Context: an optimization exercise on an open-source flow, tuned for small area. The choices shown serve that exercise and are no tape-out recipe. The RTL was checked by simulation tests, not by an equivalence proof against the original design. No driver is modelled on the clock port, so clocking that relies on it looks cheaper here than on a real chip. Power is estimated from default activity; no workload was simulated.

===== flow/flow/run.sh =====
#!/bin/bash
# Own layout flow: the standard ORFS flow (standard.sh) with these changes:
#  - synthesis maps the logic with an area-oriented ABC script
#    (flow/abc_area.script), lets ABC pick only the smallest drive strength,
#    and leaves adders to ABC instead of mapping them to full/half-adder cells;
#    the yosys passes, register mapping, flatten and renames are the standard
#    synthesis, so the registers keep their names and cells;
#  - every port still gets a buffer, but the smallest one (buf_1);
#  - the constant outputs share the one tie cell synthesis gives them;
#  - CTS uses the clock buffers in flow/cts_args.txt and no dummy loads, and
#    flow/fix_clock.tcl then upsizes the leaf clock buffers with many sinks.
# Each tool's full output goes to a log of its own in this folder.
set -euo pipefail
WORK=$(pwd)
LIB=$FLOW_HOME/platforms/sky130hd/lib/sky130_fd_sc_hd__tt_025C_1v80.lib

rm -rf "$WORK/myscripts"
cp -r "$FLOW_HOME/scripts" "$WORK/myscripts"
cp "$WORK/flow/abc_area.script" "$WORK/myscripts/abc_area.script"

# Synthesis: drive strengths above 1 are don't-use for ABC only; the layout
# steps may still size cells up.
DU=$(grep -oE 'cell \("?sky130_fd_sc_hd__[a-z0-9_]+' "$LIB" | sed -E 's/cell \("?//' | grep -vE '_(0|1)$' | tr '\n' ' ')
DU="$DU sky130_fd_sc_hd__probe_p_8 sky130_fd_sc_hd__probec_p_8 sky130_fd_sc_hd__lpflow_bleeder_1 sky130_fd_sc_hd__lpflow_clkbufkapwr_1 sky130_fd_sc_hd__lpflow_clkinvkapwr_1 sky130_fd_sc_hd__lpflow_inputiso0n_1 sky130_fd_sc_hd__lpflow_inputiso0p_1 sky130_fd_sc_hd__lpflow_inputiso1n_1 sky130_fd_sc_hd__lpflow_inputiso1p_1 sky130_fd_sc_hd__lpflow_inputisolatch_1 sky130_fd_sc_hd__lpflow_isobufsrc_1 sky130_fd_sc_hd__lpflow_lsbuf_lh_hl_isowell_tap_1 sky130_fd_sc_hd__lpflow_lsbuf_lh_isowell_tap_1"
bash standard.sh synth SCRIPTS_DIR="$WORK/myscripts" "DONT_USE_CELLS=$DU" "MIN_BUF_CELL_AND_PORTS=sky130_fd_sc_hd__buf_1 A X" ADDER_MAP_FILE= > "$WORK/synth.log" 2>&1

LAYOUT_VARS=(
  "BUFFER_PORTS_ARGS=-buffer_cell sky130_fd_sc_hd__buf_1"
  SKIP_REPAIR_TIE_FANOUT=1
  "CTS_ARGS=$(cat "$WORK/flow/cts_args.txt")"
)
bash standard.sh "${LAYOUT_VARS[@]}" cts > "$WORK/layout_to_cts.log" 2>&1
RES="$WORK/orfs/results/sky130hd/Control_unit/base" FIX_FANOUT=10 \
  openroad -no_init -exit "$WORK/flow/fix_clock.tcl" > "$WORK/fix_clock.log" 2>&1
bash standard.sh "${LAYOUT_VARS[@]}" > "$WORK/layout.log" 2>&1

===== flow/flow/abc_area.script =====
strash
dch -f
map -a
mfs2
strash
dch -f
map -a
mfs2
strash
dch -f
map -a
topo

===== flow/flow/cts_args.txt =====
-sink_clustering_enable -repair_clock_nets -buf_list sky130_fd_sc_hd__clkbuf_4 -root_buf sky130_fd_sc_hd__clkbuf_4 -dont_use_dummy_load

===== flow/flow/fix_clock.tcl =====
# After CTS: a clkbuf_4 leaf that drives many flip-flops gives them slow clock
# edges, so swap each leaf clock buffer with a large fanout for a clkbuf_8,
# then legalise the placement again.
read_db $::env(RES)/4_cts.odb
set block [ord::get_db_block]
set big [[ord::get_db] findMaster sky130_fd_sc_hd__clkbuf_8]
foreach inst [$block getInsts] {
  if {[[$inst getMaster] getName] eq "sky130_fd_sc_hd__clkbuf_4"} {
    set net [[$inst findITerm X] getNet]
    set fanout [expr {[llength [$net getITerms]] - 1}]
    if {$fanout >= $::env(FIX_FANOUT)} {
      puts "upsizing [$inst getName] (fanout $fanout)"
      $inst swapMaster $big
    }
  }
}
detailed_placement
check_placement -verbose
write_db $::env(RES)/4_cts.odb

===== flow/standard.sh =====
#!/bin/bash
# synth_recipe.tcl (not shown) runs the flow's synth.tcl, then flattens the netlist and writes it again
# the make line also repeats each setting of config.mk as NAME=value (left out here)
make -C /OpenROAD-flow-scripts/flow DESIGN_CONFIG=/design/flow/config.mk WORK_HOME=/design/flow/orfs CLKGATE_MAP_FILE= SYNTH_SCRIPT=/design/flow/synth_recipe.tcl "${@:-finish}"

===== flow/config.mk =====
export PLATFORM = sky130hd
export DESIGN_NAME = Control_unit
export DESIGN_NICKNAME = Control_unit
export VERILOG_FILES = /design/flow/design.v
export SDC_FILE = /design/flow/constraint.sdc
export NUM_CORES = 4
export LEC_CHECK = 0
export ABC_AREA = 1
export CAP_MARGIN = 0
export CORE_MARGIN = 2
export CORE_UTILIZATION = 40
export PLACE_DENSITY = 0.6
export SLEW_MARGIN = 0

===== flow/constraint.sdc =====
create_clock -name core_clock -period 6.0 [get_ports {clock}]
set_input_delay 1.2000 -clock core_clock [delete_from_list [all_inputs] [get_ports {clock}]]
set_output_delay 1.2000 -clock core_clock [all_outputs]
set_load 0.01 [all_outputs]

===== flow/design.v =====
`timescale 1ns / 1ps
module Control_unit(clock,reset,candidate1,candidate2,candidate3,candidate4,mode,UID,enter,B0,B1,led,votecount,result,totalvotes,vvpat_votedfor,pwrst,e_total_votes_casted);
input clock,reset,candidate1,candidate2,candidate3,candidate4,mode,B0,B1,enter;
input [5:0] UID;
input pwrst;
output [7:0] led;
output [3:0] votecount;
output [2:0] result;
output [7:0] totalvotes;
output [7:0] vvpat_votedfor;
output [7:0] e_total_votes_casted;
function [3:0] inc4(input [3:0] v);
  inc4 = {v[3] ^ (v[2] & v[1] & v[0]), v[2] ^ (v[1] & v[0]), v[1] ^ v[0], ~v[0]};
endfunction
function gt4(input [3:0] a, input [3:0] b);
  reg c; integer i;
  begin
    c = a[0] & ~b[0];
    for (i = 1; i < 4; i = i + 1) c = (a[i] & ~b[i]) | ((a[i] | ~b[i]) & c);
    gt4 = c;
  end
endfunction
reg [3:0] vdiv;
always @(posedge clock)
  if (reset) vdiv <= 4'd0;
  else       vdiv <= inc4(vdiv);
wire vtick = (vdiv == 4'd7);
reg [3:0] dA, dB, dC;
always @(posedge clock) begin
  if (reset)      dA <= 4'd0;
  else if (vtick) dA <= {candidate4, candidate3, candidate2, candidate1};
  if (vtick) begin
    dB <= dA;
    dC <= dB;
  end
end
wire [3:0] vv = dA & dB & ~dC;
wire anyvote = |vv;
localparam [63:0] VALID = 64'hB10B_7CEF_643F_55D4;
wire [7:0] H, L;
genvar gi, gj;
generate for (gi = 0; gi < 8; gi = gi + 1) begin : g_dec
  assign H[gi] = (UID[5:3] == gi);
  assign L[gi] = (UID[2:0] == gi);
end endgenerate
wire cast;                        
wire [7:0] hc = H & {8{cast}};
wire [7:0] rd;                    
generate for (gi = 0; gi < 8; gi = gi + 1) begin : g_hi
  wire [7:0] fq;
  for (gj = 0; gj < 8; gj = gj + 1) begin : g_lo
    if (VALID[gi*8+gj]) begin : g_v
      reg f;
      always @(posedge clock)
        f <= (f & ~reset) | (hc[gi] & L[gj]);
      assign fq[gj] = f;
    end else begin : g_n
      assign fq[gj] = 1'b1;
    end
  end
  assign rd[gi] = |(fq & L);
end endgenerate
wire blocked = |(rd & H);          
wire ok = mode & enter & ~reset & ~blocked;
assign cast = vtick & ok & anyvote;
reg [3:0] vc1, vc2, vc3, vc4;
always @(posedge clock)
  if (reset) begin
    vc1 <= 4'd0; vc2 <= 4'd0; vc3 <= 4'd0; vc4 <= 4'd0;
  end else if (cast) begin
    if (vv[0])      vc1 <= inc4(vc1);
    else if (vv[1]) vc2 <= inc4(vc2);
    else if (vv[2]) vc3 <= inc4(vc3);
    else            vc4 <= inc4(vc4);
  end
wire [5:0] total = vc1 + vc2 + vc3 + vc4;
assign e_total_votes_casted = {2'b00, total ^ (total >> 1)};
wire g12 = gt4(vc1, vc2), l12 = gt4(vc2, vc1);
wire g34 = gt4(vc3, vc4), l34 = gt4(vc4, vc3);
wire [3:0] m12 = l12 ? vc2 : vc1;
wire [3:0] m34 = l34 ? vc4 : vc3;
wire gf = gt4(m12, m34), lf = gt4(m34, m12);
wire w1 = gf & g12;
wire w2 = gf & l12;
wire w3 = lf & g34;
wire w4 = lf & l34;
wire [2:0] win = w1 ? 3'd1 : w2 ? 3'd2 : w3 ? 3'd3 : w4 ? 3'd4 : 3'd7;
reg [2:0] pdiv;
always @(posedge clock)
  if (pwrst) pdiv <= 3'd0;
  else       pdiv <= {pdiv[2] ^ (pdiv[1] & pdiv[0]), pdiv[1] ^ pdiv[0], ~pdiv[0]};
wire ptick = (pdiv == 3'd3);
reg pA, pB;
always @(posedge clock) begin
  if (pwrst)      pA <= 1'b0;
  else if (ptick) pA <= B0 | B1;
  if (ptick) pB <= pA;
end
wire press = ptick & (B0 | B1) & pA & ~pB;
reg [2:0] lp;
reg le;
always @(posedge clock)
  if (pwrst) begin
    lp <= 3'd0; le <= 1'b0;
  end else if (press) begin
    lp <= {lp[1] & lp[0], lp[1] ^ lp[0], ~lp[2] & ~lp[0]};
    le <= ~lp[2] & (le | (B1 == lp[0]));
  end
wire unlocked = lp[2] & ~le;
wire open = ~mode & unlocked;
assign led = {mode, open, 5'b00000, ok & anyvote};
assign result = open ? win : 3'd0;
assign totalvotes = open ? {2'b00, total} : 8'd0;
assign votecount = (open & ~reset) ?
                   (candidate1 ? vc1 : candidate2 ? vc2 : candidate3 ? vc3 : candidate4 ? vc4 : 4'd0) : 4'd0;
assign vvpat_votedfor = ok ? {5'b00000, vv[0] ? 3'd1 : vv[1] ? 3'd2 : vv[2] ? 3'd3 : vv[3] ? 3'd4 : 3'd0} : 8'd0;
endmodule

==> parameters.txt, run 1 <==
Parameter                              Value

Run status
  Outcome  timing/DRC/antenna clean

Synthesis
  Fraction of the yosys area taken by sequential cells    between 40% and 50%
  Count of state elements after synthesis    slightly below 80
  Synth Area in Adders    less than 1%
  Proportion of register bits with asynchronous set or reset after synthesis    0%
  Warnings, synthesis    1
  Net Count, Synth    558
  Post-synthesis share of cell area spent on and, or, nand and nor gates    slightly below 20%
  Number of enable flip-flop cells after synthesis    9
  Count of cell types in the netlist    33
  Post-synthesis xor/xnor area fraction    around 3.2%
  Average footprint of a synthesized cell    7.09 um^2
  Most used flip-flop cell after synthesis    sky130_fd_sc_hd__dfxtp_1
  Synth Area in Compound Gates    between 20% and 30%
  Share of cell area taken by muxes after synthesis    0%
  Gate count after technology mapping    541
  Synthesized cell area    between 3000 and 4000 um^2
  Dominant combinational cell family by area after synthesis    compound AO/OA/AOI/OAI gates

Power and ir drop
  Proportion of power drawn by flip-flops and latches    64.3%
  Internal power component    between 0.6 and 0.7 mW
  Part of the power in the clock network    between 20 and 30%
  Sw frac    between 20% and 30%
  Power density cells    roughly 190 nW/um^2
  Maximum vdd ir drop    0.000113 V
  Static leakage power    roughly 1.4 nW
  Share of power burned in combinational logic    6.1%
  Total power    roughly 0.82 mW
  Psw    approximately 0.19 mW

Cells and area
  Multi-input gate area    between 1500 and 2000 um^2
  Fillers    roughly 970
  Layout cells sized above 1    about 2.2%
  Antenna diode instance count    0
  Net count, final    ~600
  Synthesis-to-layout area growth    9.69%
  Post-Layout Inst Area    4210 um^2
  Area taken by flip-flops and latches    1630 um^2

Timing
  RSZ-0062 raised after global routing    no
  Setup-violating endpoint count in the final report    0
  Final worst path period share    roughly 80%
  Actual slew at the worst max-slew pin    about 640 ps
  Post-layout minimum cycle time    around 4800 ps
  Final setup margin    approximately 1200 ps
  Final max-slew violation count    0
  Setup skew after layout    25.6 ps
  Worst rel slew slack    57.1%
  Accumulated negative setup slack    0 ps
  Max Freq    ~0.21 GHz
  Final hold violation count    0

Placement
  Post-place instance area    4120 um^2
  Gpl congestion    ~1.0
  Buffers added on ports    a little over 40
  Placed wire-length estimate    around 7200 um
  Pre-CTS worst setup slack    about 1200 ps

CTS
  CTS tree    done
  Setup repair bufs after CTS    0
  CTS sink count    77
  Maximum root-to-sink buffer count    2
  Root buffer selected by CTS    sky130_fd_sc_hd__clkbuf_4
  Clock buffers created by TritonCTS    9
  Number of levels in the clock H-tree    3
  Post-CTS clock slew at the launch and capture registers of the worst setup and hold paths    approximately 80 ps
  # resized after CTS    0
  Hold bufs inserted after CTS    0
  Worst-skew pair later-pin latency    410 ps

Critical path
  Worst setup SP type    primary input
  Worst setup slack for register-to-register paths    around 3200 ps
  Worst reg2reg path endpoint    vc2[3]
  Setup CP Type    in2out
  Sort of element at the end of the critical path    primary output
  Critical path required time    4800 ps
  Startpoint of the most critical setup path    UID[2]
  Maximum fanout encountered on the critical timing path    8
  R2R cell count    14
  Capture point of the worst path    vvpat_votedfor[1]
  R2R Path Start    g_hi[5].g_lo[3].g_v.f
  Data arrival time at the worst-slack endpoint    roughly 3600 ps

Global routing
  Pin count of the biggest net entering global routing    36
  Number of global-route vias before repair    ~3300
  Global-route wire length before repair    15300 um
  Initial antenna violation count    0
  Overflow left after global routing    0
  Global router's overall resource usage    about a fifth

Routing
  Routed wire length    9340 um
  Remaining DRCs    0
  Via density per instance    slightly above 5
  Number of DRC markers after the initial detailed-route iteration    between 150 and 200
  Detailed-route via count    ~3700
  Remaining number of nets flagged by the antenna check after routing    0
  WL/cell    ~13 um
  Length of the first detailed-routing pass in iterations    5

Floorplan
  Area of the core region    a little over 9000 um^2
  Overall die width    102 um
  Count of standard-cell rows    35
  Overall die area    about 10000 um^2
  Vertical die dimension    102 um
  Initial Utilization    41.3%
  I/O pin count    56

Run
  # Max-Cap Violations    0

Hold path
  Worst min path class    reg2reg
synth_stat cells (2+ instances only):
master	count	area, um^2
sky130_fd_sc_hd__o21ai_0	52	260
sky130_fd_sc_hd__or2_1	2	12.5
sky130_fd_sc_hd__nor3_1	25	125
sky130_fd_sc_hd__and2_1	3	18.8
sky130_fd_sc_hd__xor2_1	12	105
sky130_fd_sc_hd__a2111oi_0	2	17.5
sky130_fd_sc_hd__nor2_1	62	233
sky130_fd_sc_hd__a221oi_1	5	43.8
sky130_fd_sc_hd__maj3_1	2	20.0
sky130_fd_sc_hd__clkinv_1	96	360
sky130_fd_sc_hd__nand4_1	2	12.5
sky130_fd_sc_hd__a21oi_1	39	195
sky130_fd_sc_hd__o22ai_1	42	263
sky130_fd_sc_hd__a31oi_1	3	18.8
sky130_fd_sc_hd__nand2_1	78	293
sky130_fd_sc_hd__o41ai_1	2	17.5
sky130_fd_sc_hd__edfxtp_1	9	270
sky130_fd_sc_hd__xnor2_1	2	17.5
sky130_fd_sc_hd__nor4_1	2	12.5
sky130_fd_sc_hd__o31ai_1	2	15.0
sky130_fd_sc_hd__dfxtp_1	68	1360
sky130_fd_sc_hd__nand3_1	5	25.0
sky130_fd_sc_hd__buf_1	16	60.1
critical path, stage by stage:
cell and delay [ps]:
sky130_fd_sc_hd__buf_1 220, sky130_fd_sc_hd__clkinv_1 240, sky130_fd_sc_hd__nor2_1 190, sky130_fd_sc_hd__clkinv_1 110, sky130_fd_sc_hd__nor2_1 170, sky130_fd_sc_hd__clkinv_1 210
sky130_fd_sc_hd__o21ai_0 190, sky130_fd_sc_hd__o21ai_0 100, sky130_fd_sc_hd__nand2_1 80, sky130_fd_sc_hd__nand4_1 170, sky130_fd_sc_hd__a2111oi_0 510, sky130_fd_sc_hd__buf_1 210
area by class of cell:
| class | instances | share of cell area [%] |
|---|---|---|
| multi-input combinational | 352 | 42.4 |
| sequential | 77 | 38.8 |
| inverter | 96 | 8.56 |
| timing repair buffer | 45 | 4.37 |
| tap | 129 | 3.84 |
| clock buffer | 9 | 2.05 |
power by group through the flow:
stage | Sequential, mW | Clock [mW] | Combinational, mW
after floorplan | 0.537 | 0 | 0.0310
after global placement | 0.537 | 0 | 0.0482
after detailed placement | 0.537 | 0 | 0.0489
after CTS | 0.526 | 0.231 | 0.0491
after global routing | 0.526 | 0.276 | 0.0555
final | 0.525 | 0.242 | 0.0495
sequential cells by signal, indices dropped and copies added (netlist names):
register	count
vc1	4
lp	3
dA	4
pB	1
le	1
vc4	4
g_hi.g_lo.g_v.f	36
vdiv	4
dB	4
pA	1
dC	4
vc3	4
pdiv	3
vc2	4
per-stage QoR:
| stage | utilization (%) | std cells | hold slack (ps) |
|---|---|---|---|
| 4_1_cts | 45.1 | 708 | 439 |
| 6_report | 45.3 | 708 | 432 |
| 3_5_place_dp | 44.4 | 699 | 416 |
| 3_3_place_gp | 44.4 | 699 | 406 |
| 2_1_floorplan | - | 541 | 395 |
| 5_1_grt | 45.3 | 708 | 460 |
per-layer routing:
metal,GRT usage (%),part of all wire (%),vias to the layer above
met2,31.9,46,99
li1,-,-,1905
met5,0,0,-
met1,23.6,46,1628
met3,4.24,5.8,22
met4,6.05,2.7,0
worst min path at each step:
stage | start | to | slack [ps] | cells after the start
6_report | vdiv[0] | vdiv[0] | 430 | 1
5_1_grt | dA[0] | dB[0] | 460 | 0
4_1_cts | dA[0] | dB[0] | 440 | 0
3_5_place_dp | vdiv[0] | vdiv[0] | 420 | 1
3_3_place_gp | vdiv[0] | vdiv[0] | 410 | 1
2_1_floorplan | vdiv[0] | vdiv[0] | 400 | 1
logic make-up (layout without fill, tap and decap cells):
family,after synthesis,count (layout)
AOI/OAI and AO/OA,155,155
and+or+nand+nor,180,180
buffers and inverters,112,150
adders and majority gates,2,2
xor gates and xnor gates,14,14
other,1,1
DFF,77,77
layout by cell type (no fill, tap or decap):
master,n
sky130_fd_sc_hd__clkbuf_4,6
sky130_fd_sc_hd__o221ai_1,1
sky130_fd_sc_hd__clkbuf_8,3
sky130_fd_sc_hd__nand3b_1,1
sky130_fd_sc_hd__nand2_1,78
sky130_fd_sc_hd__and2_1,3
sky130_fd_sc_hd__edfxtp_1,9
sky130_fd_sc_hd__a221oi_1,5
sky130_fd_sc_hd__nand3_1,5
sky130_fd_sc_hd__buf_4,4
sky130_fd_sc_hd__a221o_1,1
sky130_fd_sc_hd__nor3_1,25
sky130_fd_sc_hd__a31oi_1,3
sky130_fd_sc_hd__o41ai_1,2
sky130_fd_sc_hd__nor4_1,2
sky130_fd_sc_hd__a21oi_1,39
sky130_fd_sc_hd__o21ai_0,52
sky130_fd_sc_hd__nor2_1,62
sky130_fd_sc_hd__o22ai_1,42
sky130_fd_sc_hd__a2111oi_0,2
sky130_fd_sc_hd__o311ai_0,1
sky130_fd_sc_hd__a21boi_0,1
sky130_fd_sc_hd__o21a_1,1
sky130_fd_sc_hd__a211oi_1,1
sky130_fd_sc_hd__xor2_1,12
sky130_fd_sc_hd__xnor2_1,2
sky130_fd_sc_hd__or2_1,2
sky130_fd_sc_hd__buf_1,41
sky130_fd_sc_hd__dfxtp_1,68
sky130_fd_sc_hd__clkinv_1,96
sky130_fd_sc_hd__maj3_1,2
sky130_fd_sc_hd__o211ai_1,1
sky130_fd_sc_hd__nand4_1,2
sky130_fd_sc_hd__o31ai_1,2
sky130_fd_sc_hd__conb_1,1
sky130_fd_sc_hd__o32a_1,1
==> run 2, diff against run 1 <==
--- a/flow/config.mk
+++ b/flow/config.mk
@@ -6,8 +6,8 @@
 export NUM_CORES = 4
 export LEC_CHECK = 0
 export ABC_AREA = 1
-export CAP_MARGIN = 0
+export CAP_MARGIN = 20
 export CORE_MARGIN = 2
 export CORE_UTILIZATION = 40
 export PLACE_DENSITY = 0.6
-export SLEW_MARGIN = 0
+export SLEW_MARGIN = 20
==> run 2 against run 1 <==
Against the previous run:
- still clean
- combinational power about the same
- register-to-register slack about the same
- die area stayed put
- wire length is the same
- clock power barely moved
- via count unchanged
- sequential power barely moved
- fmax did not move
- power did not move
- sequential share of layout area stayed put
- largest cell class unchanged
==> parameters.txt, run 2 <==
Parameter                              Value

Run status
  Outcome  timing/DRC/antenna clean

Timing
  Setup skew after layout    25.6 ps (unchanged)
  Post-layout minimum cycle time    4790 ps (unchanged)
  Final hold slack    432 ps (unchanged)
  Setup-violating endpoint count in the final report    0 (unchanged)
  Max Freq    0.209 GHz (unchanged)
  Final max-slew violation count    0 (unchanged)
  Final setup margin    1210 ps (unchanged)
  Final hold violation count    0 (unchanged)
  RSZ-0062 raised after global routing    no
  Worst rel slew slack    57.1% (unchanged)
  Actual slew at the worst max-slew pin    637 ps (unchanged)
  Accumulated negative setup slack    0 ps (unchanged)
  Final worst path period share    79.9% (unchanged)

Cells and area
  Final instance count without filler cells    708 (unchanged)
  Synthesis-to-layout area growth    9.69% (unchanged)
  Most frequent cells in the layout    sky130_fd_sc_hd__clkinv_1 (96), sky130_fd_sc_hd__nand2_1 (78), sky130_fd_sc_hd__dfxtp_1 (68)
  Antenna diode instance count    0 (unchanged)
  Register with the highest flop count    g_hi.g_lo.g_v.f
  Net count, final    598 (unchanged)
  Area taken by flip-flops and latches    1630 um^2 (unchanged)
  Fillers    965 (unchanged)
  Post-Layout Inst Area    4210 um^2 (unchanged)
  Layout cells sized above 1    2.25% (unchanged)
  Max reg flops    36 (unchanged)
  Multi-input gate area    1780 um^2 (unchanged)
  Final design utilization    45.3% (unchanged)
  Leading cell type in the layout, fill and taps excluded    sky130_fd_sc_hd__clkinv_1

Placement
  Pre-CTS worst setup slack    1220 ps (unchanged)
  Placed wire-length estimate    7210 um (unchanged)
  Gpl congestion    1.03 (unchanged)
  Buffers added on ports    41 (unchanged)
  Placed Instances    699 (unchanged)
  Post-place instance area    4120 um^2 (unchanged)

Critical path
  Setup CP Type    in2out
  Data arrival time at the worst-slack endpoint    3590 ps (about the same)
  Critical path required time    4800 ps (about the same)
  Sort of element at the end of the critical path    primary output
  Maximum fanout encountered on the critical timing path    8 (unchanged)
  Worst setup SP type    primary input

Routing
  Remaining number of nets flagged by the antenna check after routing    0 (unchanged)
  Length of the first detailed-routing pass in iterations    5 (unchanged)
  Number of DRC markers after the initial detailed-route iteration    184 (unchanged)
  Routed wire length    9340 um (unchanged)
  Detailed-route via count    3654 (unchanged)
  WL/cell    13.2 um (unchanged)
  Via density per instance    5.16 (unchanged)
  Remaining DRCs    0 (unchanged)

Synthesis
  Most used flip-flop cell after synthesis    sky130_fd_sc_hd__dfxtp_1
  Count of cell types in the netlist    33 (unchanged)
  Cell with the most instances after synthesis    sky130_fd_sc_hd__clkinv_1
  Post-synthesis xor/xnor area fraction    3.20% (unchanged)
  Count of state elements after synthesis    77 (unchanged)
  Fraction of the yosys area taken by sequential cells    42.5% (unchanged)
  Post-synthesis share of cell area spent on and, or, nand and nor gates    19.3% (unchanged)
  Share of cell area taken by muxes after synthesis    0% (unchanged)
  Dominant combinational cell family by area after synthesis    compound AO/OA/AOI/OAI gates
  Synth Area in Compound Gates    23.4% (unchanged)
  Net Count, Synth    558 (unchanged)
  Cells taking the most area after synthesis    sky130_fd_sc_hd__dfxtp_1 (35%), sky130_fd_sc_hd__clkinv_1 (9.4%), sky130_fd_sc_hd__nand2_1 (7.6%)
  Yosys top cell by area    sky130_fd_sc_hd__dfxtp_1
  Average footprint of a synthesized cell    7.09 um^2 (unchanged)
  Proportion of register bits with asynchronous set or reset after synthesis    0% (unchanged)
  Warnings, synthesis    1 (unchanged)
  Area fraction of the dominant cell type after synthesis    35.5% (unchanged)
  Synth Area in Adders    0.522% (unchanged)
  Gate count after technology mapping    541 (unchanged)
  Synthesized cell area    3840 um^2 (unchanged)
  Number of enable flip-flop cells after synthesis    9 (unchanged)
  Commonest cells in the netlist    sky130_fd_sc_hd__clkinv_1 (96), sky130_fd_sc_hd__nand2_1 (78), sky130_fd_sc_hd__dfxtp_1 (68)

Global routing
  Number of global-route vias before repair    3342 (unchanged)
  Global-route wire length before repair    15300 um (unchanged)
  Global router's overall resource usage    18.7% (unchanged)
  Overflow left after global routing    0 (unchanged)
  Pin count of the biggest net entering global routing    36 (unchanged)
  Initial antenna violation count    0 (unchanged)

CTS
  Number of levels in the clock H-tree    3 (unchanged)
  Root buffer selected by CTS    sky130_fd_sc_hd__clkbuf_4
  Post-CTS clock slew at the launch and capture registers of the worst setup and hold paths    80 ps (about the same)
  CTS sink count    77 (unchanged)
  Setup repair bufs after CTS    0 (unchanged)
  Maximum root-to-sink buffer count    2 (unchanged)
  Hold bufs inserted after CTS    0 (unchanged)
  Clock buffers created by TritonCTS    9 (unchanged)
  Worst-skew pair later-pin latency    410 ps (about the same)
  CTS tree    done
  # resized after CTS    0 (unchanged)

Power and ir drop
  Maximum vdd ir drop    0.000113 V (unchanged)
  Power density cells    194 nW/um^2 (unchanged)
  Static leakage power    1.36 nW (unchanged)
  Share of power burned in combinational logic    6.1% (about the same)
  Total power    0.816 mW (unchanged)
  Internal power component    0.626 mW (unchanged)
  Sw frac    23.3% (unchanged)
  Proportion of power drawn by flip-flops and latches    64.3% (about the same)
  Part of the power in the clock network    29.6% (about the same)
  Psw    0.190 mW (unchanged)

Floorplan
  Area of the core region    9280 um^2 (unchanged)
  Overall die width    102 um (unchanged)
  Vertical die dimension    102 um (unchanged)
  I/O pin count    56 (unchanged)
  Initial Utilization    41.3% (unchanged)
  Overall die area    10400 um^2 (unchanged)
  Count of standard-cell rows    35 (unchanged)

Hold path
  Worst min path class    reg2reg

Run
  # Max-Cap Violations    0 (unchanged)
==> run 2: cell counts after synthesis <==
Identical to the previous run, type by type.
==> run 2: final timing paths <==
kind,startpoint,to,slack (ps),depth (start not counted)
setup / recovery,UID[2],vvpat_votedfor[1],1210,12
hold / removal,vdiv[0],vdiv[0],430,1
setup reg to reg,g_hi[5].g_lo[3].g_v.f,vc2[3],3230,14
hold reg to reg,vdiv[0],vdiv[0],430,1
==> run 2: routing by layer <==
layer,track usage [%],part of all wire (%)
met1,23.6,46
met4,6.05,2.7
met3,4.24,5.8
met2,31.9,46
met5,0,0
==> run 2: cell type report <==
cell class,instances,area share [%]
Sequential cell,77,38.8
Timing Repair Buffer,45,4.37
Multi-Input combinational cell,352,42.4
Clock buffer,9,2.05
Inverter,96,8.56
Tap cell,129,3.84
==> run 2: cell families (layout without fill, tap and decap cells) <==
family	count (synthesis)	in the layout
AND/OR/NAND/NOR	180	180
flip-flops	77	77
adder cells (fa/ha/maj)	2	2
other	1	1
buffers and inverters	112	150
AO/OA/AOI/OAI	155	155
XOR/XNOR	14	14
==> run 2: power groups by stage <==
stage,Combinational (mW),Clock (mW),Sequential (mW)
after global routing,0.0555,0.276,0.526
after global placement,0.0482,0,0.537
after floorplan,0.0310,0,0.537
after CTS,0.0491,0.231,0.526
after detailed placement,0.0489,0,0.537
final,0.0495,0.242,0.525
==> run 2: critical path, cell delays in order <==
cell	delay, ps
sky130_fd_sc_hd__buf_1	220
sky130_fd_sc_hd__clkinv_1	240
sky130_fd_sc_hd__nor2_1	190
sky130_fd_sc_hd__clkinv_1	110
sky130_fd_sc_hd__nor2_1	170
sky130_fd_sc_hd__clkinv_1	210
sky130_fd_sc_hd__o21ai_0	190
sky130_fd_sc_hd__o21ai_0	100
sky130_fd_sc_hd__nand2_1	80
sky130_fd_sc_hd__nand4_1	170
sky130_fd_sc_hd__a2111oi_0	510
sky130_fd_sc_hd__buf_1	210

-- separate check: timing with driven ports --
How much do the figures lean on ideal ports? The routed layouts below were timed once more, with nothing changed but the port constraints.
Step 1: set_driving_cell puts a clkbuf_16 on clock and a buf_2 on each other input, an assumption about the parent block.
Step 2 times the ports against the registers' clock, not the clock port: input delays grow and output delays shrink by t, the midpoint of the rising clock arrivals with the driver on.
Three values: ideal ports, drivers, drivers and shift; two values: the first two.
| run | t, ns | slack for setup (ns) | worst setup path at the end | worst register clock-pin slew, ns | pins driven straight from the clock port |
|---|---|---|---|---|---|
| run 1 | 0.427 | 1.206 / 1.179 / 1.179 | input to output | 0.10 / 0.10 | 1 |
| run 2 | 0.427 | 1.206 / 1.179 / 1.179 | input to output | 0.10 / 0.10 | 1 |
After both steps setup and hold are still met in every run listed.
